Context: an optimization exercise on an open-source flow, tuned for a short achievable clock period and few clock cycles. The choices shown serve that exercise and are no tape-out recipe.
The RTL was checked by simulation tests, not by an equivalence proof against the original design.
Power is estimated from default activity; no workload was simulated.

## flow/design.v (module list and top-level ports; edited modules follow where they fit)
// module mul_tree: 900 lines
// module mul_final: 326 lines
// module pipeline_top: 346 lines
// module fpred: 35 lines
module pipeline_top (
    input clk, rstn,
    output reg halt_out,
    output [31:0] imem_addr,
    input [31:0] imem_rdata,
    output [31:0] dmem_addr,
    output [31:0] dmem_wdata,
    output [1:0] dmem_size,
    output dmem_we,
    input [31:0] dmem_rdata
);
  // ...
==> flow/flow/run.sh <==
#!/bin/bash
# The standard layout, with fast buffers (instead of the default pick, a delay
# cell) on the input and output ports. make's output goes to make.log here.
set -euo pipefail
bash standard.sh finish "BUFFER_PORTS_ARGS=-buffer_cell sky130_fd_sc_hd__buf_4" > make.log 2>&1
==> flow/standard.sh <==
#!/bin/bash
# synth_recipe.tcl (not shown) runs the flow's synth.tcl, then flattens the netlist and writes it again
# the make line also repeats each setting of config.mk as NAME=value (left out here)
make -C /OpenROAD-flow-scripts/flow DESIGN_CONFIG=/design/flow/config.mk WORK_HOME=/design/flow/orfs CLKGATE_MAP_FILE= SYNTH_SCRIPT=/design/flow/synth_recipe.tcl "${@:-finish}"
==> flow/config.mk <==
export PLATFORM = sky130hd
export DESIGN_NAME = pipeline_top
export DESIGN_NICKNAME = pipeline_top
export VERILOG_FILES = /design/flow/design.v
export SDC_FILE = /design/flow/constraint.sdc
export NUM_CORES = 4
export LEC_CHECK = 0
export CAP_MARGIN = 40
export CORE_MARGIN = 2
export CORE_UTILIZATION = 55
export GPL_ROUTABILITY_DRIVEN = 1
export GPL_TIMING_DRIVEN = 1
export SLEW_MARGIN = 40
export SYNTH_HIERARCHICAL = 1
==> flow/constraint.sdc <==
create_clock -name core_clock -period 30.0 [get_ports {clk}]
set_input_delay 6.0000 -clock core_clock [delete_from_list [all_inputs] [get_ports {clk}]]
set_output_delay 6.0000 -clock core_clock [all_outputs]
set_load 0.01 [all_outputs]
==> impl_metrics.py, run 1 <==
metrics = {
    "synthesis": {
        "yosysWarnings": 7,
        "syn_avg_cell_area_um2": 10.58,
        "synthXorXnorAreaFrac_pct": 3.085,
        "netlist.area_leader.share_pct": 30.91,
        "synth_commonest_cells": "edfxtp_1 (1056), inv_1 (887), nand2_1 (826), clkbuf_1 (476)",
        "synth_ff_type": "edfxtp_1",
        "synth.distinct_cells": 103,
        "synth_seq_cells": 1739,
    },
    "power": {
        "clockPowerShare_pct": 26.0,
        "totalPowerFinal_mw": 8.995,
        "power.share.sequential_pct": 35.1,
        "p_per_area_nw_per_um2": 79.64,
        "seq-power_mw": 3.16,
    },
    "worst_setup_path": {
        "crit_top_cell": "buf_4",
        "endpoint": "pc_f[6]",
        "path_buf_inv": 5,
        "critPathTopFamily": "compound AO/OA/AOI/OAI gates",
        "cp.depth": 22,
        "crit_slowest_cell": "buf_4",
        "worst_setup_path_end_kind": "register",
    },
    "cells_and_area": {
        "drive_above_1_share_pct": 10.94,
        "reg_top3": "rf: 992 flops, rows_m: 192 flops",
        "largest_reg_flops": 992,
        "buffers": 465,
        "final_util_pct": 60.91,
    },
    "placed_design": {
        "dpl_cell_area_um2": 106600,
        "place_congestion": 1.016,
    },
    "clock_network": {
        "clockRootBuffer": "clkbuf_16",
    },
    "global_routing": {
        "met2_usage_pct": 64.63,
        "grt_first_pass_wirelength_um": 626100,
    },
    "timing": {
        "rsz0062_at_grt": "false",
        "period_minus_slack_ps": 7892,
        "min_period_over_period_pct": 26.31,
        "setup_tns_ps": 0,
        "worst_pin_slew_ps": 1100,
    },
    "drt": {
        "route.met2.wl_um": 180800,
        "drc_errors": 0,
        "wl_met3_um": 73120,
        "vias": 87390,
    },
    "worst_hold_path": {
        "hp-class": "register to register",
    },
    "run_status": {
        "outcome": "complete, no violations",
    },
}
Testbench counts, summed over its fixed seeds: cycles 40,375.
==> inputs of run 2 (changes only) <==
--- a/flow/config.mk
+++ b/flow/config.mk
@@ -7,8 +7,8 @@
 export LEC_CHECK = 0
-export CAP_MARGIN = 40
+export CAP_MARGIN = 65
 export CORE_MARGIN = 2
-export CORE_UTILIZATION = 55
+export CORE_UTILIZATION = 50
 export GPL_ROUTABILITY_DRIVEN = 1
 export GPL_TIMING_DRIVEN = 1
-export SLEW_MARGIN = 40
+export SLEW_MARGIN = 65
 export SYNTH_HIERARCHICAL = 1
==> run 2 against run 1 <==
  * Non-clock buffer count rose by 107
  * Sequential cell count unchanged
  * Cell area rose by 3.4%
  * Clock power up 6%
==> impl_metrics.py, run 2 <==
metrics = {
    "cells_and_area": {
        "final_cell_mix": "edfxtp_1 (1056), inv_1 (886), nand2_1 (821)",
        "nets": 10580,
        "areaGrowthSynthToFinish_pct": 13.84,
        "multi_input_area_um2": 51050,
        "drive_above_1_share_pct": 13.69,
        "reg_top3": "rf: 992 flops, rows_m: 192 flops",
        "seq_area_um2": 46660,
        "max_flop_register": "rf",
        "layout_commonest_cell": "edfxtp_1",
        "largest_reg_flops": 992,
        "fill_cells": 17280,
    },
    "worst_setup_path": {
        "rr_worst_depth": 23,
        "crit_chain": "buf_4 > ha_1 > inv_1 > fa_1 > nand2b_1 > a211oi_1 > nor2_1 > o21ai_0 > xor2_1 > a221oi_2 > a31oi_1",
        "cpPeakStageDelay_ps": 470,
        "cp.arrival_ps": 8310,
        "critPathRequiredTime_ps": 30760,
        "path_class": "input port to register",
        "cp.depth": 11,
        "crit_slowest_cell": "a211oi_1",
        "critPathTopFamily": "compound AO/OA/AOI/OAI gates",
        "worst_setup_path_end_kind": "register",
        "worst_setup_path_start_kind": "input port",
        "crit_fanout": 3,
        "path_buf_inv": 2,
    },
    "clock_network": {
        "postCtsSetupBuffers": 0,
        "post_cts_resize_count": 0,
        "clock_sinks": 1739,
        "hold_buffers": 0,
        "cts.path.max_buffers": 3,
        "insertion_delay_ps": 930,
        "clkSlewWorstSetupHoldPaths_ps": 60,
        "htree_levels": 4,
        "cts_tree": "built",
        "cts_made_buffers": 188,
        "clockRootBuffer": "clkbuf_16",
    },
    "die": {
        "die_w_um": 457.0,
        "ios": 166,
        "num_rows": 166,
        "start_util_pct": 50.19,
        "dieArea_um2": 208800,
        "core_um2": 204400,
        "dieHeight_um": 457.0,
    },
    "synthesis": {
        "synth_edf_count": 1056,
        "synth.distinct_cells": 103,
        "synth_ff_type": "edfxtp_1",
        "synth.most_common_cell": "edfxtp_1",
        "synth_area_um2": 102600,
        "synth_commonest_cells": "edfxtp_1 (1056), inv_1 (887), nand2_1 (826), clkbuf_1 (476)",
        "synth.largest_area_cell": "edfxtp_1",
        "syn_avg_cell_area_um2": 10.58,
        "yosysWarnings": 7,
        "synth.yosys.seq_area_share_pct": 45.31,
        "syn-instance-count": 9697,
        "netlist.area_leader.share_pct": 30.91,
        "synth_area_leaders": "edfxtp_1 (31%), dfxtp_1 (9.1%), fa_1 (8.9%), dfrtp_1 (5.3%), ha_1 (4.1%)",
        "async_flop_share_pct": 12.59,
        "synth_seq_cells": 1739,
    },
    "run_status": {
        "outcome": "complete, no violations",
    },
    "power": {
        "totalPowerFinal_mw": 9.255,
        "ir_drop_v": 0.00006457,
        "p_per_area_nw_per_um2": 79.26,
        "p_leak_nw": 47.00,
    },
    "timing": {
        "setup_viol": 0,
        "period_minus_slack_ps": 7554,
        "slew_violations": 0,
        "holdWs_ps": 449.0,
        "relSlewSlack_pct": 57.36,
        "hold_violations": 0,
        "min_period_over_period_pct": 25.18,
        "worst_pin_slew_ps": 639.6,
        "fmax_mhz": 132.4,
        "skew_ps": 89.39,
        "setup_tns_ps": 0,
        "rsz0062_at_grt": "false",
    },
    "worst_hold_path": {
        "hp-class": "register to register",
        "holdPathStages": 0,
    },
    "global_routing": {
        "grt_util_all_layers_pct": 42.82,
        "antenna_found_initial": 28,
        "gr-total-overflow": 0,
        "grt_pass1_vias": 84230,
        "grt_first_pass_wirelength_um": 634700,
        "grt_max_degree": 62,
    },
    "placed_design": {
        "hpwl_um": 301600,
        "place_congestion": 1.014,
        "port_buffers": 143,
    },
    "drt": {
        "drtIter0Drc": 15590,
        "vias_per_cell": 6.934,
        "drt_first_pass_iters": 14,
        "wl_per_cell_um": 36.30,
        "detail-route-antenna-nets": 0,
        "drc_errors": 0,
        "finalWirelength_um": 457200,
        "vias": 87320,
    },
    "flow_run": {
        "cap_violations": 0,
    },
}
==> run 2: power breakdown <==
part	total [mW]	internal, mW	leakage, nW	switching (mW)
sequential	3.15	2.92	16.3	0.231
clock	2.48	1.40	3.16	1.08
combinational	3.63	1.23	27.6	2.40
total	9.26	5.54	47.0	3.71
==> run 2: final cells by class <==
type	instances	area share (%)
clock buffer	232	4.355
timing repair buffer	572	4.949
sequential	1739	39.96
multi-input combinational	6332	43.71
tap	2688	2.880
clock inverter	121	1.238
antenna	19	0.04072
inverter	890	2.863
==> run 2: final timing paths <==
path                               startpoint    endpoint  slack, ps
worst max-delay path            imem_rdata[9]     ia_f[8]      22450
worst min-delay path                  rd_e[0]     rd_m[0]        450
worst max register to register      sel1_d[3]     ia_f[8]      22670
worst min register to register        rd_e[0]     rd_m[0]        450
max in group asynchronous                rstn  sel2_d[12]      23470
min in group asynchronous                rstn  kc_val[31]       5030
==> run 2: per-module statistics from Yosys, one instance, submodules excluded <==
module | times used | cells | flip-flops and latches
pipeline_top | 1 | 7361 | 1739
mul_tree | 1 | 1423 | 0
mul_final | 1 | 636 | 0
fpred | 1 | 277 | 0
==> run 2: metal layers <==
| layer | global-route usage, % | vias to the layer above | part of all wire, % |
|---|---|---|---|
| met3 | 16.04 | 2156 | 15 |
| met1 | 55.41 | 42530 | 36 |
| met5 | 0.2755 | - | 0.059 |
| li1 | - | 34810 | - |
| met2 | 59.79 | 7792 | 40 |
| met4 | 28.16 | 22 | 8.7 |
==> run 2: worst register-to-register path: cells and delay by family, from the launching register on <==
family,cells,cell delay [ps]
compound gates,7,1820
xor+xnor,1,440
fa+ha+maj,1,470
buf+inv,4,920
flops,1,620
mux,1,410
simple gates,9,2470
==> run 2: kinds of logic after synthesis <==
| group | after synthesis | synth area share [%] |
|---|---|---|
| AO/OA/AOI/OAI | 2500 | 17.15 |
| AND/OR/NAND/NOR | 2309 | 11.21 |
| flip-flops | 1739 | 45.31 |
| buffers and inverters | 1661 | 6.794 |
| adder cells (fa/ha/maj) | 792 | 13.01 |
| XOR/XNOR | 358 | 3.085 |
| multiplexers | 336 | 3.432 |
| other | 2 | 0.007321 |
==> run 2: per-stage QoR <==
stage          setup WS, ps  instances  utilization [%]  cell area (µm²)
2_1_floorplan         22160       9732                -           102700
3_3_place_gp          21480      12110            52.12           106500
3_5_place_dp          21560      12190            53.56           109500
4_1_cts               22490      12540            56.76           116000
5_1_grt               22290      12580            57.12           116700
6_report              22450      12590            57.14           116800
==> inputs of run 3 (changes only) <==
--- a/flow/config.mk
+++ b/flow/config.mk
@@ -7,3 +7,3 @@
 export LEC_CHECK = 0
-export CAP_MARGIN = 65
+export CAP_MARGIN = 80
 export CORE_MARGIN = 2
@@ -12,3 +12,3 @@
 export GPL_TIMING_DRIVEN = 1
-export SLEW_MARGIN = 65
+export SLEW_MARGIN = 80
 export SYNTH_HIERARCHICAL = 1
==> run 3 against run 2 <==
  * Still clean
  * Non-clock buffer count is 455 higher
  * Sequential power hardly changed
  * Register-to-register slack worse by 340 ps
  * Sequential share of layout area is 3.5 points lower
  * Clock skew is 6.5 ps higher
  * Critical path type is now register to register
  * Largest power group unchanged
==> impl_metrics.py, run 3 <==
metrics = {
    "run_status": {
        "outcome": "complete, no violations",
    },
    "cells_and_area": {
        "nets": 11040,
        "max_flop_register": "rf",
        "layout_commonest_cell": "edfxtp_1",
        "fill_cells": 16020,
        "drive_above_1_share_pct": 22.18,
        "areaGrowthSynthToFinish_pct": 25.29,
        "largest_reg_flops": 992,
        "final_util_pct": 62.88,
        "final_cell_mix": "edfxtp_1 (1056), inv_1 (872), nand2_1 (810)",
        "reg_top3": "rf: 992 flops, rows_m: 192 flops",
    },
    "drt": {
        "drc_errors": 0,
        "vias": 90000,
        "drt_first_pass_iters": 14,
        "detail-route-antenna-nets": 0,
        "vias_per_cell": 6.899,
        "finalWirelength_um": 465000,
        "drtIter0Drc": 15820,
        "wl_per_cell_um": 35.65,
    },
    "clock_network": {
        "insertion_delay_ps": 930,
        "htree_levels": 4,
        "cts.path.max_buffers": 3,
        "cts_tree": "built",
        "clkSlewWorstSetupHoldPaths_ps": 60,
        "hold_buffers": 0,
        "post_cts_resize_count": 0,
        "cts_made_buffers": 188,
        "postCtsSetupBuffers": 0,
        "clockRootBuffer": "clkbuf_16",
        "clock_sinks": 1739,
    },
    "synthesis": {
        "synth_commonest_cells": "edfxtp_1 (1056), inv_1 (887), nand2_1 (826), clkbuf_1 (476)",
        "syn-instance-count": 9697,
        "synth_edf_count": 1056,
        "synth_seq_cells": 1739,
        "synth_area_leaders": "edfxtp_1 (31%), dfxtp_1 (9.1%), fa_1 (8.9%), dfrtp_1 (5.3%), ha_1 (4.1%)",
        "synth.largest_area_cell": "edfxtp_1",
        "netlist.area_leader.share_pct": 30.91,
        "synth.distinct_cells": 103,
        "synth.most_common_cell": "edfxtp_1",
        "synth_ff_type": "edfxtp_1",
        "synth_area_um2": 102600,
        "yosysWarnings": 7,
        "syn_avg_cell_area_um2": 10.58,
        "synth.yosys.seq_area_share_pct": 45.31,
        "async_flop_share_pct": 12.59,
    },
    "timing": {
        "rsz0062_at_grt": "false",
        "period_minus_slack_ps": 7671,
        "slew_violations": 0,
        "setup_viol": 0,
        "skew_ps": 95.94,
        "hold_violations": 0,
        "setup_tns_ps": 0,
        "fmax_mhz": 130.4,
        "min_period_over_period_pct": 25.57,
    },
    "worst_setup_path": {
        "worst_setup_path_end_kind": "register",
        "crit_fanout": 14,
        "r2r_slack_ps": 22330,
        "cp.arrival_ps": 8420,
        "worst_setup_path_start_kind": "register",
        "path_class": "register to register",
        "critPathRequiredTime_ps": 30750,
    },
    "die": {
        "start_util_pct": 50.19,
        "dieArea_um2": 208800,
        "num_rows": 166,
        "dieHeight_um": 457.0,
        "ios": 166,
        "core_um2": 204400,
        "die_w_um": 457.0,
    },
    "placed_design": {
        "hpwl_um": 334500,
        "place_congestion": 1.014,
        "port_buffers": 143,
    },
    "global_routing": {
        "antenna_found_initial": 29,
        "gr-total-overflow": 0,
        "grt_util_all_layers_pct": 43.56,
        "grt_first_pass_wirelength_um": 648600,
        "grt_max_degree": 39,
        "grt_pass1_vias": 87570,
    },
    "flow_run": {
        "cap_violations": 0,
    },
    "power": {
        "p_leak_nw": 51.00,
        "p_per_area_nw_per_um2": 77.94,
        "ir_drop_v": 0.00006807,
    },
    "worst_hold_path": {
        "hp-class": "register to register",
    },
}
==> run 3: changes by cell type in the layout (fill, tap and decap cells not counted), moves of 42 or more <==
cell / change
o21ai_4: +62
buf_4: -111
buf_6: +46
mux2i_1: -75
buf_2: +107
buf_12: +45
xnor2_2: +42
buf_8: +145
o21ai_0: -91
buf_1: +45
buf_16: +117
==> run 3: report_power, final <==
part / internal [mW] / switching, mW / total, mW
Combinational: 1.66 / 2.71 / 4.37
Sequential: 2.92 / 0.230 / 3.15
Clock: 1.42 / 1.07 / 2.49
Total: 6.00 / 4.01 / 10.0
==> run 3: critical path: stages, from the launching register on <==
cell             delay [ps]
dfrtp_4                 600
buf_6                   250
buf_6                   250
a22o_1                  220
a221oi_1                220
clkdlybuf4s50_1         560
nand3_1                  70
or4_1                   700
a221oi_1                360
buf_4                   200
mux2i_1                  90
fa_1                    440
xor2_1                  200
nand4_1                 130
nor4_2                  300
clkdlybuf4s25_1         350
nand4_1                 230
and4b_1                 450
nor3_2                   90
o21ai_1                 230
mux2_2                  400
a221oi_4                220
clkdlybuf4s18_2         290
buf_1                   160
nor2_4                   60
buf_2                   180
nor2_1                  120
a31oi_1                  60
==> run 3: area by class of cell <==
class | count | area, µm² | share of cell area, %
Antenna cell | 15 | 37.54 | 0.02921
Clock buffer | 236 | 5037 | 3.919
Clock inverter | 119 | 1555 | 1.210
Inverter | 890 | 3361 | 2.615
Multi-Input combinational cell | 6332 | 55270 | 43.00
Sequential cell | 1739 | 46800 | 36.41
Tap cell | 2688 | 3363 | 2.617
Timing Repair Buffer | 1027 | 13100 | 10.19
==> run 3: kinds of logic (layout without fill, tap and decap cells) <==
kind of cell	after synthesis	in the layout	synth area share [%]
flops	1739	1739	45.31
fa+ha+maj	792	792	13.01
other cells	2	52	0.007321
mux	336	336	3.432
buf+inv	1661	2272	6.794
simple gates	2309	2309	11.21
compound gates	2500	2500	17.15
xor+xnor	358	358	3.085
==> run 3: worst paths after layout <==
check                        endpoint  startpoint  cells after the start
hold reg to reg               rd_m[0]     rd_e[0]                      0
min in group asynchronous  kc_val[28]        rstn                      1
hold / removal                rd_m[0]     rd_e[0]                      0
setup / recovery              ia_f[8]  sel2_d[21]                     27
max in group asynchronous  sel2_d[12]        rstn                      8
setup reg to reg              ia_f[8]  sel2_d[21]                     27
==> run 3: modules after synthesis (local to each module, per instance) <==
module        copies in the design  cells inside  flip-flops and latches  cell area, µm²
fpred                            1           277                       0            1954
mul_final                        1           636                       0            5177
pipeline_top                     1          7361                    1739           83220
mul_tree                         1          1423                       0           12230
==> run 3: layer usage <==
| layer | GRT usage (%) | share of wire [%] | vias to the layer above |
|---|---|---|---|
| li1 | - | - | 35820 |
| met1 | 55.91 | 35 | 43720 |
| met2 | 61.27 | 40 | 8212 |
| met3 | 16.28 | 15 | 2236 |
| met4 | 28.78 | 8.8 | 20 |
| met5 | 0.6889 | 0.048 | - |
==> run 3: metrics by stage <==
stage / worst slack [ps] / instance area (µm²) / power, mW / hold slack, ps / instances
after global placement: 21480 / 106500 / 6.475 / 443.3 / 12110
final: 22330 / 128500 / 10.02 / 454.9 / 13050
after detailed placement: 21630 / 120000 / 7.218 / 440.3 / 12630
after CTS: 22460 / 126600 / 9.696 / 456.8 / 12980
after global routing: 22140 / 128500 / 10.30 / 460.9 / 13040
after floorplan: 22160 / 102700 / 5.050 / 345.4 / 9732

==> afterwards: timing with drivers on the ports <==
The results above use ideal ports. As a check the final layouts listed here were re-extracted and re-timed, cells and wires unchanged. Step 1: set_driving_cell puts a clkbuf_16 on clk and a buf_2 on each other input, an assumption about the parent block. Step 2 moves the port delays by t, midway between the first and last clock arrival at a register: inputs arrive t later, outputs are due t later. That takes back most of the time a late clock gives input paths. Slacks: no drivers / after step 1 / after step 2; pairs: no drivers / after step 1.
run	t, ns	setup slack, ns	hold WS [ns]	worst register clock-pin slew, ns
run 1	0.949	22.108 / 22.108 / 21.512	0.457 / 0.457 / 0.457	0.07 / 0.07
run 2	0.972	22.446 / 22.439 / 21.541	0.449 / 0.449 / 0.449	0.07 / 0.07
run 3	0.978	22.329 / 22.329 / 21.595	0.455 / 0.455 / 0.455	0.07 / 0.07
After both steps setup and hold are still met in every run listed. For run 2, which loses most, drivers alone change the setup slack by -0.007 ns; drivers and shift together by -0.905 ns.
